Context: an optimization exercise on an open-source flow, tuned for small area. The choices shown serve that exercise and are no tape-out recipe.
The RTL was checked by simulation tests, not by an equivalence proof against the original design.
The clock port is modelled as an ideal driver, which makes a skipped or thinned clock tree look cheaper than it is; a real chip needs a root buffer or a tree.
Power is estimated from default activity; no workload was simulated.

==> inputs of job 2818 <==
==> flow/design.v (excerpt) <==
module Simon_Game(
    input  logic       clk,
    input  logic       rst,
    input  logic [7:0] SW,
    output logic [7:0] LED,
    output logic [6:0] seg0
);
Settings: LEC_CHECK=0, CAP_MARGIN=20, CORE_AREA=2.5 2.5 58.5 58.5, DIE_AREA=0 0 61 61, PLACE_DENSITY=0.8, SLEW_MARGIN=20, SYNTH_HIERARCHICAL=1, SYNTH_MINIMUM_KEEP_SIZE=0; clock period 6.0 ns.
standard.sh (not shown) runs the stock make flow with config.mk's settings and CLKGATE_MAP_FILE= SYNTH_SCRIPT=/design/flow/synth_recipe.tcl, a recipe that flattens the netlist after the stock synthesis.
==> flow/flow/run.sh <==
#!/bin/bash
# Standard synthesis, then every combinational cell at its smallest size, then
# the standard layout with the smallest buffer on each port and a clock tree of
# four buffers fed by the clock port. Each tool's output goes to its own log.
set -euo pipefail
bash standard.sh synth > synth.log 2>&1
python3 flow/downsize.py orfs/results/sky130hd/Simon_Game/base/1_2_yosys.v \
  "$FLOW_HOME/platforms/sky130hd/lef/sky130_fd_sc_hd_merged.lef" > downsize.log 2>&1
bash standard.sh BUFFER_PORTS_ARGS="-buffer_cell sky130_fd_sc_hd__buf_1" \
  PRE_CTS_TCL="$PWD/flow/cts_quad.tcl" CLOCK_LEAF_BUF=sky130_fd_sc_hd__clkbuf_4 \
  RECOVER_POWER=100 finish > layout.log 2>&1
Other scripts of this flow, unchanged in this note and not shown: flow/flow/cts_quad.tcl, flow/flow/downsize.py
==> job 1643 (differences from job 2818) <==
--- a/flow/design.v
+++ b/flow/design.v
@@ -19,17 +19,17 @@
     always_ff @(posedge clk or posedge rst) begin
         if (rst) begin
             mode <= 2'b00;
             sub  <= 3'b000;
             run  <= 1'b0;
         end else begin
             mode <= mode_d;
             sub  <= sub_d;
-            run  <= 1'b1;
+            run  <= ~rst;
         end
     end
     always_ff @(posedge clk) begin
         y        <= y_d;
         sw_sync1 <= SW;
         sw_sync2 <= sw_sync1;
         sw_prev  <= prev_d;
         good     <= good_d;
@@ -37,33 +37,31 @@
     wire [7:0] d;                        
     for (genvar i = 0; i < 8; i++) begin : g_diff
         sg_xor2 u_x (.a(sw_sync2[i]), .b(sw_prev[i]), .y(d[i]));
     end
     wire eq_lo, eq_hi, differ;
     sg_nor4  u_eql (.a(d[0]), .b(d[1]), .c(d[2]), .d(d[3]), .y(eq_lo));
     sg_nor4  u_eqh (.a(d[4]), .b(d[5]), .c(d[6]), .d(d[7]), .y(eq_hi));
     sg_nand2 u_dif (.a(eq_lo), .b(eq_hi), .y(differ));
-    wire inp_n, aux_n, m_wait, dgrp, disp_n, done_n;
+    wire inp_n, aux_n, m_wait, disp_n, done_n;
     sg_nand2  u_inp  (.a(mode[0]), .b(mode[1]), .y(inp_n));           
     sg_nand2b u_aux  (.a_n(mode[1]), .b(mode[0]), .y(aux_n));         
     sg_nor2b  u_wait (.a(aux_n), .b_n(sub[0]), .y(m_wait));           
-    sg_nor2   u_dg   (.a(mode[1]), .b(mode[0]), .y(dgrp));            
-    sg_inv    u_disp (.a(dgrp), .y(disp_n));
+    sg_or2    u_disp (.a(mode[1]), .b(mode[0]), .y(disp_n));          
     sg_nand2b u_done (.a_n(mode[0]), .b(mode[1]), .y(done_n));        
     wire a1, a2, o1, e_disp;
     sg_nand4 u_a1 (.a(y[10]), .b(y[9]), .c(y[7]), .d(y[4]), .y(a1));
-    sg_nand3 u_a2 (.a(y[3]), .b(y[1]), .c(dgrp), .y(a2));
+    sg_nand2 u_a2 (.a(y[3]), .b(y[1]), .y(a2));
     sg_or4   u_o1 (.a(y[12]), .b(y[11]), .c(y[2]), .d(y[0]), .y(o1));
-    sg_nor3  u_ed (.a(a1), .b(a2), .c(o1), .y(e_disp));
-    wire b1, b2, o3, t_deb;
-    sg_nand4 u_b1 (.a(y[12]), .b(y[10]), .c(y[9]), .d(y[7]), .y(b1));
-    sg_nand4 u_b2 (.a(y[5]), .b(y[4]), .c(mode[0]), .d(mode[1]), .y(b2));
+    sg_nor4  u_ed (.a(a1), .b(a2), .c(o1), .d(disp_n), .y(e_disp));
+    wire b2, o3, t_deb;
+    sg_nand4 u_b2 (.a(y[12]), .b(y[5]), .c(mode[0]), .d(mode[1]), .y(b2));
     sg_or4   u_o3 (.a(y[11]), .b(y[6]), .c(y[3]), .d(y[2]), .y(o3));
-    sg_nor3  u_tb (.a(b1), .b(b2), .c(o3), .y(t_deb));
+    sg_nor3  u_tb (.a(a1), .b(b2), .c(o3), .y(t_deb));
     wire det;                                    
     sg_and2  u_det (.a(t_deb), .b(differ), .y(det));
     wire e_aux;
     sg_nor2  u_ea (.a(aux_n), .b(y[1]), .y(e_aux));
     wire inp_eq;
     sg_nor2  u_ie (.a(inp_n), .b(differ), .y(inp_eq));
     wire load_n0, load, load_n, first, fb;
     sg_nor4  u_ln (.a(e_disp), .b(e_aux), .c(inp_eq), .d(t_deb), .y(load_n0));
@@ -90,19 +88,21 @@
     sg_inv   u_s0n (.a(sub[0]), .y(s0_n));
     sg_nor2  u_st (.a(e_disp), .b(det), .y(step_n));
     sg_xor2  u_sf (.a(sub[2]), .b(sub[1]), .y(sfb));
     sg_nor3  u_z  (.a(sub[2]), .b(sub[1]), .c(sub[0]), .y(zero));     
     sg_nor3  u_la (.a(sub[2]), .b(s1_n), .c(sub[0]), .y(last));       
     sg_nand2 u_k  (.a(det), .b(last), .y(k_n));                       
     sg_o21a  u_s2a (.a1(sub[1]), .a2(zero), .b1(k_n), .y(s2_st));
     sg_o21a  u_s0a (.a1(sfb), .a2(zero), .b1(k_n), .y(s0_st));
-    sg_mux2  u_s2 (.s(step_n), .a0(s2_st),  .a1(sub[2]), .y(sub_d[2]));
-    sg_mux2  u_s1 (.s(step_n), .a0(sub[0]), .a1(sub[1]), .y(sub_d[1]));
-    sg_mux2  u_s0 (.s(step_n), .a0(s0_st),  .a1(sub[0]), .y(sub_d[0]));
+    wire step;
+    sg_inv   u_sp (.a(step_n), .y(step));
+    sg_a22o  u_s2 (.a1(step), .a2(s2_st),  .b1(step_n), .b2(sub[2]), .y(sub_d[2]));
+    sg_a22o  u_s1 (.a1(step), .a2(sub[0]), .b1(step_n), .b2(sub[1]), .y(sub_d[1]));
+    sg_a22o  u_s0 (.a1(step), .a2(s0_st),  .b1(step_n), .b2(sub[0]), .y(sub_d[0]));
     wire m0_keep;
     sg_nand2b u_m0k (.a_n(sub[0]), .b(e_aux), .y(m0_keep));
     sg_a22o   u_m0  (.a1(mode[0]), .a2(m0_keep), .b1(e_disp), .b2(last), .y(mode_d[0]));
     sg_a21o   u_m1  (.a1(mode[1]), .a2(k_n), .b1(e_aux), .y(mode_d[1]));
     wire hold;
     sg_nor2 u_hold (.a(det), .b(m_wait), .y(hold));
     for (genvar i = 0; i < 8; i++) begin : g_prev
         sg_a22o u_p (.a1(det), .a2(sw_sync2[i]), .b1(hold), .b2(sw_prev[i]), .y(prev_d[i]));
@@ -143,21 +143,19 @@
 endmodule
 module sg_inv  (input logic a, output logic y);                   assign y = ~a;                 endmodule
 module sg_and2 (input logic a, b, output logic y);                assign y = a & b;              endmodule
 module sg_or2  (input logic a, b, output logic y);                assign y = a | b;              endmodule
 module sg_nand2(input logic a, b, output logic y);                assign y = ~(a & b);           endmodule
 module sg_nor2 (input logic a, b, output logic y);                assign y = ~(a | b);           endmodule
 module sg_nand2b(input logic a_n, b, output logic y);             assign y = ~(~a_n & b);        endmodule
 module sg_nor2b(input logic a, b_n, output logic y);              assign y = ~a & b_n;           endmodule
-module sg_nand3(input logic a, b, c, output logic y);             assign y = ~(a & b & c);       endmodule
 module sg_nor3 (input logic a, b, c, output logic y);             assign y = ~(a | b | c);       endmodule
 module sg_nand4(input logic a, b, c, d, output logic y);          assign y = ~(a & b & c & d);   endmodule
 module sg_nor4 (input logic a, b, c, d, output logic y);          assign y = ~(a | b | c | d);   endmodule
 module sg_or4  (input logic a, b, c, d, output logic y);          assign y = a | b | c | d;      endmodule
 module sg_xor2 (input logic a, b, output logic y);                assign y = a ^ b;              endmodule
 module sg_xnor2(input logic a, b, output logic y);                assign y = ~(a ^ b);           endmodule
-module sg_mux2 (input logic s, a0, a1, output logic y);           assign y = s ? a1 : a0;        endmodule
 module sg_a21oi(input logic a1, a2, b1, output logic y);          assign y = ~((a1 & a2) | b1);  endmodule
 module sg_o21ai(input logic a1, a2, b1, output logic y);          assign y = ~((a1 | a2) & b1);  endmodule
 module sg_o21a (input logic a1, a2, b1, output logic y);          assign y = (a1 | a2) & b1;     endmodule
 module sg_a21o (input logic a1, a2, b1, output logic y);          assign y = (a1 & a2) | b1;     endmodule
 module sg_a22o (input logic a1, a2, b1, b2, output logic y);      assign y = (a1 & a2) | (b1 & b2); endmodule
==> job 6396 (differences from job 2818) <==
==> flow/design.v (replaced) <==
module Simon_Game(
    input  logic       clk,
    input  logic       rst,
    input  logic [7:0] SW,
    output logic [7:0] LED,
    output logic [6:0] seg0
);
    logic [1:0]  mode;
    logic [2:0]  sub;
    logic [12:0] y;
    logic        run;
    logic [7:0]  sw_sync1, sw_sync2, sw_prev;
    logic        good;
    wire [1:0]  mode_d;
    wire [2:0]  sub_d;
    wire [12:0] y_d;
    wire [7:0]  prev_d;
    wire        good_d;
    always_ff @(posedge clk or posedge rst) begin
        if (rst) begin
            mode <= 2'b00;
            run  <= 1'b0;
        end else begin
            mode <= mode_d;
            run  <= ~rst;                
        end
    end
    always_ff @(posedge clk) begin
        y        <= y_d;
        sub      <= sub_d;
        sw_sync1 <= SW;
        sw_sync2 <= sw_sync1;
        sw_prev  <= prev_d;
        good     <= good_d;
    end
    wire [7:0] d;                        
    for (genvar i = 0; i < 8; i++) begin : g_diff
        sg_xor2 u_x (.a(sw_sync2[i]), .b(sw_prev[i]), .y(d[i]));
    end
    wire eq_lo, eq_hi, differ;
    sg_nor4  u_eql (.a(d[0]), .b(d[1]), .c(d[2]), .d(d[3]), .y(eq_lo));
    sg_nor4  u_eqh (.a(d[4]), .b(d[5]), .c(d[6]), .d(d[7]), .y(eq_hi));
    sg_nand2 u_dif (.a(eq_lo), .b(eq_hi), .y(differ));
    wire inp_n, aux_n, disp_n, done_n, first;
    sg_inv    u_fi   (.a(run), .y(first));
    sg_nand2  u_inp  (.a(mode[0]), .b(mode[1]), .y(inp_n));           
    sg_nand2b u_aux  (.a_n(mode[1]), .b(mode[0]), .y(aux_n));         
    sg_or3    u_disp (.a(mode[1]), .b(mode[0]), .c(first), .y(disp_n));  
    sg_nand2b u_done (.a_n(mode[0]), .b(mode[1]), .y(done_n));        
    wire a1, a2, o1, e_disp;
    sg_nand4 u_a1 (.a(y[10]), .b(y[9]), .c(y[7]), .d(y[4]), .y(a1));
    sg_nand2 u_a2 (.a(y[3]), .b(y[1]), .y(a2));
    sg_or4   u_o1 (.a(y[12]), .b(y[11]), .c(y[2]), .d(y[0]), .y(o1));
    sg_nor4  u_ed (.a(a1), .b(a2), .c(o1), .d(disp_n), .y(e_disp));
    wire b2, o3, t_deb;
    sg_nand4 u_b2 (.a(y[12]), .b(y[5]), .c(mode[0]), .d(mode[1]), .y(b2));
    sg_or4   u_o3 (.a(y[11]), .b(y[6]), .c(y[3]), .d(y[2]), .y(o3));
    sg_nor3  u_tb (.a(a1), .b(b2), .c(o3), .y(t_deb));
    wire det;                                    
    sg_and2  u_det (.a(t_deb), .b(differ), .y(det));
    wire e_aux;
    sg_nor2  u_ea (.a(aux_n), .b(y[1]), .y(e_aux));
    wire inp_eq;
    sg_nor2  u_ie (.a(inp_n), .b(differ), .y(inp_eq));
    wire load_n0, load, load_n, fb;
    sg_nor4  u_ln (.a(e_disp), .b(e_aux), .c(inp_eq), .d(t_deb), .y(load_n0));
    sg_nand2 u_ld (.a(load_n0), .b(run), .y(load));
    sg_inv   u_lb (.a(load), .y(load_n));
    sg_xnor2 u_fb (.a(y[12]), .b(y[5]), .y(fb));
    sg_nor2  u_y0 (.a(load), .b(fb), .y(y_d[0]));
    for (genvar i = 1; i < 13; i++) begin : g_ctr
        if (i >= 5 && i <= 11 && i % 2) begin : g_odd_first
            sg_a21oi u_n (.a1(load_n), .a2(y[i-1]), .b1(first), .y(y_d[i]));
        end else if (i >= 5 && i <= 11) begin : g_even_first
            sg_o21ai u_n (.a1(load), .a2(y[i-1]), .b1(run), .y(y_d[i]));
        end else if (i % 2) begin : g_odd
            sg_nand2 u_n (.a(load_n), .b(y[i-1]), .y(y_d[i]));
        end else begin : g_even
            sg_nor2  u_n (.a(load), .b(y[i-1]), .y(y_d[i]));
        end
    end
    wire step_n, sfb, zero, last, k_n, s2_st, s0_st;
    wire s2_n, s1_n, s0_n;
    sg_inv   u_s2n (.a(sub[2]), .y(s2_n));
    sg_inv   u_s1n (.a(sub[1]), .y(s1_n));
    sg_inv   u_s0n (.a(sub[0]), .y(s0_n));
    sg_nor2  u_st (.a(e_disp), .b(det), .y(step_n));
    sg_xor2  u_sf (.a(sub[2]), .b(sub[1]), .y(sfb));
    sg_nor3  u_z  (.a(sub[2]), .b(sub[1]), .c(sub[0]), .y(zero));     
    sg_nor3  u_la (.a(sub[2]), .b(s1_n), .c(sub[0]), .y(last));       
    sg_nand2 u_k  (.a(det), .b(last), .y(k_n));                       
    sg_o21a  u_s2a (.a1(sub[1]), .a2(zero), .b1(k_n), .y(s2_st));
    sg_o21a  u_s0a (.a1(sfb), .a2(zero), .b1(k_n), .y(s0_st));
    wire step_r, hold_r;
    sg_nor2  u_sp (.a(step_n), .b(first), .y(step_r));
    sg_nor2b u_sh (.a(first), .b_n(step_n), .y(hold_r));
    sg_a22o  u_s2 (.a1(step_r), .a2(s2_st),  .b1(hold_r), .b2(sub[2]), .y(sub_d[2]));
    sg_a22o  u_s1 (.a1(step_r), .a2(sub[0]), .b1(hold_r), .b2(sub[1]), .y(sub_d[1]));
    sg_a22o  u_s0 (.a1(step_r), .a2(s0_st),  .b1(hold_r), .b2(sub[0]), .y(sub_d[0]));
    wire m0_keep;
    sg_nand2b u_m0k (.a_n(sub[0]), .b(e_aux), .y(m0_keep));
    sg_a22o   u_m0  (.a1(mode[0]), .a2(m0_keep), .b1(e_disp), .b2(last), .y(mode_d[0]));
    sg_a21o   u_m1  (.a1(mode[1]), .a2(k_n), .b1(e_aux), .y(mode_d[1]));
    wire hold;
    sg_nor2 u_hold (.a(det), .b(first), .y(hold));
    for (genvar i = 0; i < 8; i++) begin : g_prev
        sg_a22o u_p (.a1(det), .a2(sw_sync2[i]), .b1(hold), .b2(sw_prev[i]), .y(prev_d[i]));
    end
    wire u76, u54, u32, q1, hi1;
    sg_nor2   u_u76 (.a(d[7]), .b(d[6]), .y(u76));
    sg_nor2   u_u54 (.a(d[5]), .b(d[4]), .y(u54));
    sg_nor2   u_u32 (.a(d[3]), .b(d[2]), .y(u32));
    sg_nand2b u_q1  (.a_n(u32), .b(u54), .y(q1));
    sg_nand2  u_hi1 (.a(u76), .b(q1), .y(hi1));
    wire g1, g2n, g3, g4n, g5, hi0_n;
    sg_nor2b u_g1 (.a(d[2]), .b_n(d[1]), .y(g1));
    sg_nor2  u_g2 (.a(d[3]), .b(g1),  .y(g2n));
    sg_nor2  u_g3 (.a(d[4]), .b(g2n), .y(g3));
    sg_nor2  u_g4 (.a(d[5]), .b(g3),  .y(g4n));
    sg_nor2  u_g5 (.a(d[6]), .b(g4n), .y(g5));
    sg_nor2  u_h0 (.a(d[7]), .b(g5),  .y(hi0_n));
    wire x2, x1, x0, match, keep;
    sg_xnor2 u_x2 (.a(eq_hi), .b(sub[2]), .y(x2));
    sg_xor2  u_x1 (.a(hi1),   .b(sub[1]), .y(x1));
    sg_xnor2 u_x0 (.a(hi0_n), .b(sub[0]), .y(x0));
    sg_nor3  u_mt (.a(x2), .b(x1), .c(x0), .y(match));
    sg_nand2b u_kp (.a_n(match), .b(det), .y(keep));
    sg_a21o  u_gd (.a1(good), .a2(keep), .b1(first), .y(good_d));
    assign LED[0] = 1'b0;
    sg_nor4 u_l1 (.a(disp_n), .b(sub[2]), .c(sub[1]), .d(s0_n), .y(LED[1]));
    sg_nor4 u_l2 (.a(disp_n), .b(sub[2]), .c(s1_n), .d(sub[0]), .y(LED[2]));
    sg_nor4 u_l3 (.a(disp_n), .b(sub[2]), .c(s1_n), .d(s0_n), .y(LED[3]));
    sg_nor4 u_l4 (.a(disp_n), .b(s2_n), .c(sub[1]), .d(sub[0]), .y(LED[4]));
    sg_nor4 u_l5 (.a(disp_n), .b(s2_n), .c(sub[1]), .d(s0_n), .y(LED[5]));
    sg_nor4 u_l6 (.a(disp_n), .b(s2_n), .c(s1_n), .d(sub[0]), .y(LED[6]));
    sg_nor4 u_l7 (.a(disp_n), .b(s2_n), .c(s1_n), .d(s0_n), .y(LED[7]));
    wire seg_ok;
    sg_or2  u_sg (.a(done_n), .b(good), .y(seg_ok));
    wire done;
    sg_inv  u_dn (.a(done_n), .y(done));
    assign seg0 = {done, seg_ok, seg_ok, seg_ok, done_n, done_n, seg_ok};
endmodule
module sg_inv  (input logic a, output logic y);                   assign y = ~a;                 endmodule
module sg_and2 (input logic a, b, output logic y);                assign y = a & b;              endmodule
module sg_or2  (input logic a, b, output logic y);                assign y = a | b;              endmodule
module sg_nand2(input logic a, b, output logic y);                assign y = ~(a & b);           endmodule
module sg_nor2 (input logic a, b, output logic y);                assign y = ~(a | b);           endmodule
module sg_nand2b(input logic a_n, b, output logic y);             assign y = ~(~a_n & b);        endmodule
module sg_nor2b(input logic a, b_n, output logic y);              assign y = ~a & b_n;           endmodule
module sg_or3  (input logic a, b, c, output logic y);             assign y = a | b | c;          endmodule
module sg_nor3 (input logic a, b, c, output logic y);             assign y = ~(a | b | c);       endmodule
module sg_nand4(input logic a, b, c, d, output logic y);          assign y = ~(a & b & c & d);   endmodule
module sg_nor4 (input logic a, b, c, d, output logic y);          assign y = ~(a | b | c | d);   endmodule
module sg_or4  (input logic a, b, c, d, output logic y);          assign y = a | b | c | d;      endmodule
module sg_xor2 (input logic a, b, output logic y);                assign y = a ^ b;              endmodule
module sg_xnor2(input logic a, b, output logic y);                assign y = ~(a ^ b);           endmodule
module sg_a21oi(input logic a1, a2, b1, output logic y);          assign y = ~((a1 & a2) | b1);  endmodule
module sg_o21ai(input logic a1, a2, b1, output logic y);          assign y = ~((a1 | a2) & b1);  endmodule
module sg_o21a (input logic a1, a2, b1, output logic y);          assign y = (a1 | a2) & b1;     endmodule
module sg_a21o (input logic a1, a2, b1, output logic y);          assign y = (a1 & a2) | b1;     endmodule
module sg_a22o (input logic a1, a2, b1, b2, output logic y);      assign y = (a1 & a2) | (b1 & b2); endmodule
==> job 9621 (differences from job 2818) <==
==> flow/design.v (replaced) <==
module Simon_Game(
    input  logic       clk,
    input  logic       rst,
    input  logic [7:0] SW,
    output logic [7:0] LED,
    output logic [6:0] seg0
);
    logic [2:0]  mode;
    logic [2:0]  sub;
    logic [12:0] y;
    logic [7:0]  sw_sync1, sw_sync2, sw_prev;
    logic        good;
    wire [2:0]  mode_d, sub_d;
    wire [12:0] y_d;
    wire [7:0]  prev_d;
    wire        good_d;
    always_ff @(posedge clk or posedge rst) begin
        if (rst) begin
            mode <= 3'b000;
            sub  <= 3'b010;
            y    <= 13'h07f0 ^ 13'h0aaa;
        end else begin
            mode <= mode_d;
            sub  <= sub_d;
            y    <= y_d;
        end
    end
    always_ff @(posedge clk) begin
        sw_sync1 <= SW;
        sw_sync2 <= sw_sync1;
        sw_prev  <= prev_d;
        good     <= good_d;
    end
    wire [7:0] d;                        
    for (genvar i = 0; i < 8; i++) begin : g_diff
        sg_xor2 u_x (.a(sw_sync2[i]), .b(sw_prev[i]), .y(d[i]));
    end
    wire eq_lo, eq_hi, differ;
    sg_nor4  u_eql (.a(d[0]), .b(d[1]), .c(d[2]), .d(d[3]), .y(eq_lo));
    sg_nor4  u_eqh (.a(d[4]), .b(d[5]), .c(d[6]), .d(d[7]), .y(eq_hi));
    sg_nand2 u_dif (.a(eq_lo), .b(eq_hi), .y(differ));
    wire inp_n, aux_n, m_wait, disp_n, done_n, m2_n;
    sg_nand2  u_inp  (.a(mode[0]), .b(mode[2]), .y(inp_n));           
    sg_nand2  u_aux  (.a(mode[1]), .b(inp_n), .y(aux_n));             
    sg_nor2b  u_wait (.a(aux_n), .b_n(mode[0]), .y(m_wait));          
    sg_nand2b u_disp (.a_n(mode[1]), .b(mode[0]), .y(disp_n));        
    sg_nand2b u_done (.a_n(mode[1]), .b(mode[2]), .y(done_n));        
    sg_inv    u_m2n  (.a(mode[2]), .y(m2_n));
    wire dgrp, a1, a2, o1, e_disp;
    sg_nor2  u_dg (.a(mode[1]), .b(mode[2]), .y(dgrp));
    sg_nand4 u_a1 (.a(y[10]), .b(y[9]), .c(y[7]), .d(y[4]), .y(a1));
    sg_nand3 u_a2 (.a(y[3]), .b(y[1]), .c(dgrp), .y(a2));
    sg_or4   u_o1 (.a(y[12]), .b(y[11]), .c(y[2]), .d(y[0]), .y(o1));
    sg_nor3  u_ed (.a(a1), .b(a2), .c(o1), .y(e_disp));
    wire b1, b2, o3, t_deb;
    sg_nand4 u_b1 (.a(y[12]), .b(y[10]), .c(y[9]), .d(y[7]), .y(b1));
    sg_nand4 u_b2 (.a(y[5]), .b(y[4]), .c(mode[0]), .d(mode[2]), .y(b2));
    sg_or4   u_o3 (.a(y[11]), .b(y[6]), .c(y[3]), .d(y[2]), .y(o3));
    sg_nor3  u_tb (.a(b1), .b(b2), .c(o3), .y(t_deb));
    wire det;                                    
    sg_and2  u_det (.a(t_deb), .b(differ), .y(det));
    wire e_aux;
    sg_nor2  u_ea (.a(aux_n), .b(y[1]), .y(e_aux));
    wire inp_eq;
    sg_nor2  u_ie (.a(inp_n), .b(differ), .y(inp_eq));
    wire load_n, load, fb;
    sg_nor4  u_ln (.a(e_disp), .b(e_aux), .c(inp_eq), .d(t_deb), .y(load_n));
    sg_inv   u_ld (.a(load_n), .y(load));
    sg_xnor2 u_fb (.a(y[12]), .b(y[5]), .y(fb));
    sg_nor2  u_y0 (.a(load), .b(fb), .y(y_d[0]));
    for (genvar i = 1; i < 13; i++) begin : g_ctr
        if (i % 2) begin : g_odd
            sg_nand2 u_n (.a(load_n), .b(y[i-1]), .y(y_d[i]));
        end else begin : g_even
            sg_nor2  u_n (.a(load), .b(y[i-1]), .y(y_d[i]));
        end
    end
    wire step_n, sfb, ls, adv_n;
    sg_nor2  u_st (.a(e_disp), .b(det), .y(step_n));
    sg_xor2  u_sf (.a(sub[2]), .b(sub[1]), .y(sfb));
    sg_mux2  u_s2 (.s(step_n), .a0(sub[1]), .a1(sub[2]), .y(sub_d[2]));
    sg_mux2  u_s1 (.s(step_n), .a0(sub[0]), .a1(sub[1]), .y(sub_d[1]));
    sg_mux2  u_s0 (.s(step_n), .a0(sfb),    .a1(sub[0]), .y(sub_d[0]));
    sg_nor3  u_ls (.a(sub[2]), .b(sub[0]), .c(step_n), .y(ls));
    sg_nor2  u_av (.a(ls), .b(e_aux), .y(adv_n));
    sg_mux2  u_m0 (.s(adv_n), .a0(m2_n),    .a1(mode[0]), .y(mode_d[0]));
    sg_mux2  u_m1 (.s(adv_n), .a0(mode[0]), .a1(mode[1]), .y(mode_d[1]));
    sg_mux2  u_m2 (.s(adv_n), .a0(mode[1]), .a1(mode[2]), .y(mode_d[2]));
    wire hold;
    sg_nor2 u_hold (.a(det), .b(m_wait), .y(hold));
    for (genvar i = 0; i < 8; i++) begin : g_prev
        sg_a22o u_p (.a1(det), .a2(sw_sync2[i]), .b1(hold), .b2(sw_prev[i]), .y(prev_d[i]));
    end
    wire u76, u54, u32, q1, hi1;
    sg_nor2   u_u76 (.a(d[7]), .b(d[6]), .y(u76));
    sg_nor2   u_u54 (.a(d[5]), .b(d[4]), .y(u54));
    sg_nor2   u_u32 (.a(d[3]), .b(d[2]), .y(u32));
    sg_nand2b u_q1  (.a_n(u32), .b(u54), .y(q1));
    sg_nand2  u_hi1 (.a(u76), .b(q1), .y(hi1));
    wire g1, g2n, g3, g4n, g5, hi0_n;
    sg_nor2b u_g1 (.a(d[2]), .b_n(d[1]), .y(g1));
    sg_nor2  u_g2 (.a(d[3]), .b(g1),  .y(g2n));
    sg_nor2  u_g3 (.a(d[4]), .b(g2n), .y(g3));
    sg_nor2  u_g4 (.a(d[5]), .b(g3),  .y(g4n));
    sg_nor2  u_g5 (.a(d[6]), .b(g4n), .y(g5));
    sg_nor2  u_h0 (.a(d[7]), .b(g5),  .y(hi0_n));
    wire x2, x1, x0, match, keep;
    sg_xnor2 u_x2 (.a(eq_hi), .b(sub[2]), .y(x2));
    sg_xor2  u_x1 (.a(hi1),   .b(sub[1]), .y(x1));
    sg_xnor2 u_x0 (.a(hi0_n), .b(sub[0]), .y(x0));
    sg_nor3  u_mt (.a(x2), .b(x1), .c(x0), .y(match));
    sg_nand2b u_kp (.a_n(match), .b(det), .y(keep));
    sg_a21o  u_gd (.a1(good), .a2(keep), .b1(m_wait), .y(good_d));
    wire s2_n, s1_n, s0_n;
    sg_inv u_s2n (.a(sub[2]), .y(s2_n));
    sg_inv u_s1n (.a(sub[1]), .y(s1_n));
    sg_inv u_s0n (.a(sub[0]), .y(s0_n));
    assign LED[0] = 1'b0;
    sg_nor3 u_l1 (.a(disp_n), .b(sub[2]), .c(sub[1]), .y(LED[1]));
    sg_nor3 u_l2 (.a(disp_n), .b(sub[2]), .c(sub[0]), .y(LED[2]));
    sg_nor4 u_l3 (.a(disp_n), .b(sub[2]), .c(s1_n), .d(s0_n), .y(LED[3]));
    sg_nor3 u_l4 (.a(disp_n), .b(sub[1]), .c(sub[0]), .y(LED[4]));
    sg_nor4 u_l5 (.a(disp_n), .b(s2_n), .c(sub[1]), .d(s0_n), .y(LED[5]));
    sg_nor4 u_l6 (.a(disp_n), .b(s2_n), .c(s1_n), .d(sub[0]), .y(LED[6]));
    sg_nor4 u_l7 (.a(disp_n), .b(s2_n), .c(s1_n), .d(s0_n), .y(LED[7]));
    wire seg_ok;
    sg_or2  u_sg (.a(done_n), .b(good), .y(seg_ok));
    wire done;
    sg_inv  u_dn (.a(done_n), .y(done));
    assign seg0 = {done, seg_ok, seg_ok, seg_ok, done_n, done_n, seg_ok};
endmodule
module sg_inv  (input logic a, output logic y);                   assign y = ~a;                 endmodule
module sg_and2 (input logic a, b, output logic y);                assign y = a & b;              endmodule
module sg_or2  (input logic a, b, output logic y);                assign y = a | b;              endmodule
module sg_nand2(input logic a, b, output logic y);                assign y = ~(a & b);           endmodule
module sg_nor2 (input logic a, b, output logic y);                assign y = ~(a | b);           endmodule
module sg_nand2b(input logic a_n, b, output logic y);             assign y = ~(~a_n & b);        endmodule
module sg_nor2b(input logic a, b_n, output logic y);              assign y = ~a & b_n;           endmodule
module sg_nand3(input logic a, b, c, output logic y);             assign y = ~(a & b & c);       endmodule
module sg_nor3 (input logic a, b, c, output logic y);             assign y = ~(a | b | c);       endmodule
module sg_nand4(input logic a, b, c, d, output logic y);          assign y = ~(a & b & c & d);   endmodule
module sg_nor4 (input logic a, b, c, d, output logic y);          assign y = ~(a | b | c | d);   endmodule
module sg_or4  (input logic a, b, c, d, output logic y);          assign y = a | b | c | d;      endmodule
module sg_xor2 (input logic a, b, output logic y);                assign y = a ^ b;              endmodule
module sg_xnor2(input logic a, b, output logic y);                assign y = ~(a ^ b);           endmodule
module sg_mux2 (input logic s, a0, a1, output logic y);           assign y = s ? a1 : a0;        endmodule
module sg_a21o (input logic a1, a2, b1, output logic y);          assign y = (a1 & a2) | b1;     endmodule
module sg_a22o (input logic a1, a2, b1, b2, output logic y);      assign y = (a1 & a2) | (b1 & b2); endmodule
==> impl_metrics.csv <==
group,metric,value,unit
status,status,"timing/DRC/antenna clean",
detailed_routing,wl_met1,1120,um
layout,multi_input_area,572,sq um
global_routing,grt_pass1_wl,4160,um
sta,timing.hold.ws,0.330,ns
power,p_switching,0.0836,mW
power,powerClk,0.0975,mW
detailed_routing,vias,1094,
layout,fin_util,55.6,%
worst_setup_path,crit_buf_inv,2,
detailed_routing,vias_per_cell,5.09,
detailed_routing,dr_wl_met3,115,um
placement,dp.cells,211,
yosys,syn-num-nets,162,
layout,sh_seq_area,54.1,%
sta,finClkSkew,0.00910,ns
worst_setup_path,rr_worst_depth,6,
[end of results for job 2818]
==> impl_metrics.csv <==
group,metric,value,unit
clock_tree,hold_buffers,0,
sta,finClkSkew,0.0112,ns
layout,multi_input_area,547,sq um
floorplan,num_rows,20,
worst_setup_path,crit_buf_inv,1,
global_routing,grt_pass1_wl,4070,um
layout,sh_seq_area,57.0,%
global_routing,grt_pass1_vias,956,
status,status,"timing/DRC/antenna clean",
power,finalPower,0.409,mW
detailed_routing,vias,1043,
layout,fin_util,57.1,%
detailed_routing,dr_wl_met3,107,um
detailed_routing,wl_met1,1110,um
power,p_switching,0.0732,mW
power,powerClk,0.0964,mW
worst_hold_path,hold_depth,0,
[end of results for job 9621]
==> impl_metrics.csv <==
group,metric,value,unit
power,p_switching,0.0853,mW
yosys,syn-num-nets,160,
sta,finClkSkew,0.00926,ns
layout,sh_seq_area,54.2,%
detailed_routing,dr_wl_met3,122,um
placement,dp.cells,209,
worst_setup_path,rr_worst_depth,6,
power,powerClk,0.101,mW
layout,fin_util,54.6,%
worst_setup_path,crit_buf_inv,2,
status,status,"timing/DRC/antenna clean",
sta,timing.hold.ws,0.337,ns
floorplan,die_y,61,um
layout,multi_input_area,561,sq um
detailed_routing,vias,1085,
[end of results for job 6396]
==> impl_metrics.csv <==
group,metric,value,unit
placement,dp.cells,209,
power,p_switching,0.0840,mW
yosys,syn-num-nets,160,
worst_setup_path,crit_buf_inv,1,
power,powerClk,0.0981,mW
detailed_routing,dr_wl_met3,65,um
detailed_routing,wl_met1,1100,um
yosys,yosys_warnings,7,
layout,sh_seq_area,54.6,%
detailed_routing,vias_per_cell,4.97,
global_routing,grt_pass1_wl,4030,um
detailed_routing,vias,1058,
status,status,"timing/DRC/antenna clean",
sta,finClkSkew,0.00938,ns
layout,multi_input_area,557,sq um
sta,fmax,361,MHz
[end of results for job 1643]
In every run of this note, the design's own scripts or RTL, not TritonCTS, make the clock network.

port drivers added, routing unchanged:
In the flow no input, the clock included, has a driving cell. The finished layouts below were timed again as built, in two steps.
Step 1 (the two cells are an assumption about what drives the block):
set clk [get_ports {clk}]
set_driving_cell -lib_cell sky130_fd_sc_hd__clkbuf_16 $clk
set_driving_cell -lib_cell sky130_fd_sc_hd__buf_2 [delete_from_list [all_inputs] $clk]
Step 2, shift: input delay + t, output delay - t, t = (earliest + latest rising clock arrival at the registers) / 2. This alone moves slack from input paths to output paths.
Three values: ideal ports, drivers, drivers and shift; two values: the first two.
run	t, ns	slack for setup (ns)	worst setup path after step 2	slew at the worst register clock pin (ns)
job 2818	0.199	3.392 / 3.353 / 3.551	register to output	0.11 / 0.11
job 1643	0.203	3.230 / 3.188 / 3.391	register to output	0.11 / 0.11
job 6396	0.204	3.045 / 3.006 / 3.209	register to output	0.11 / 0.11
job 9621	0.199	3.381 / 3.342 / 3.455	register to register	0.11 / 0.11
After both steps every run listed still meets setup and hold.
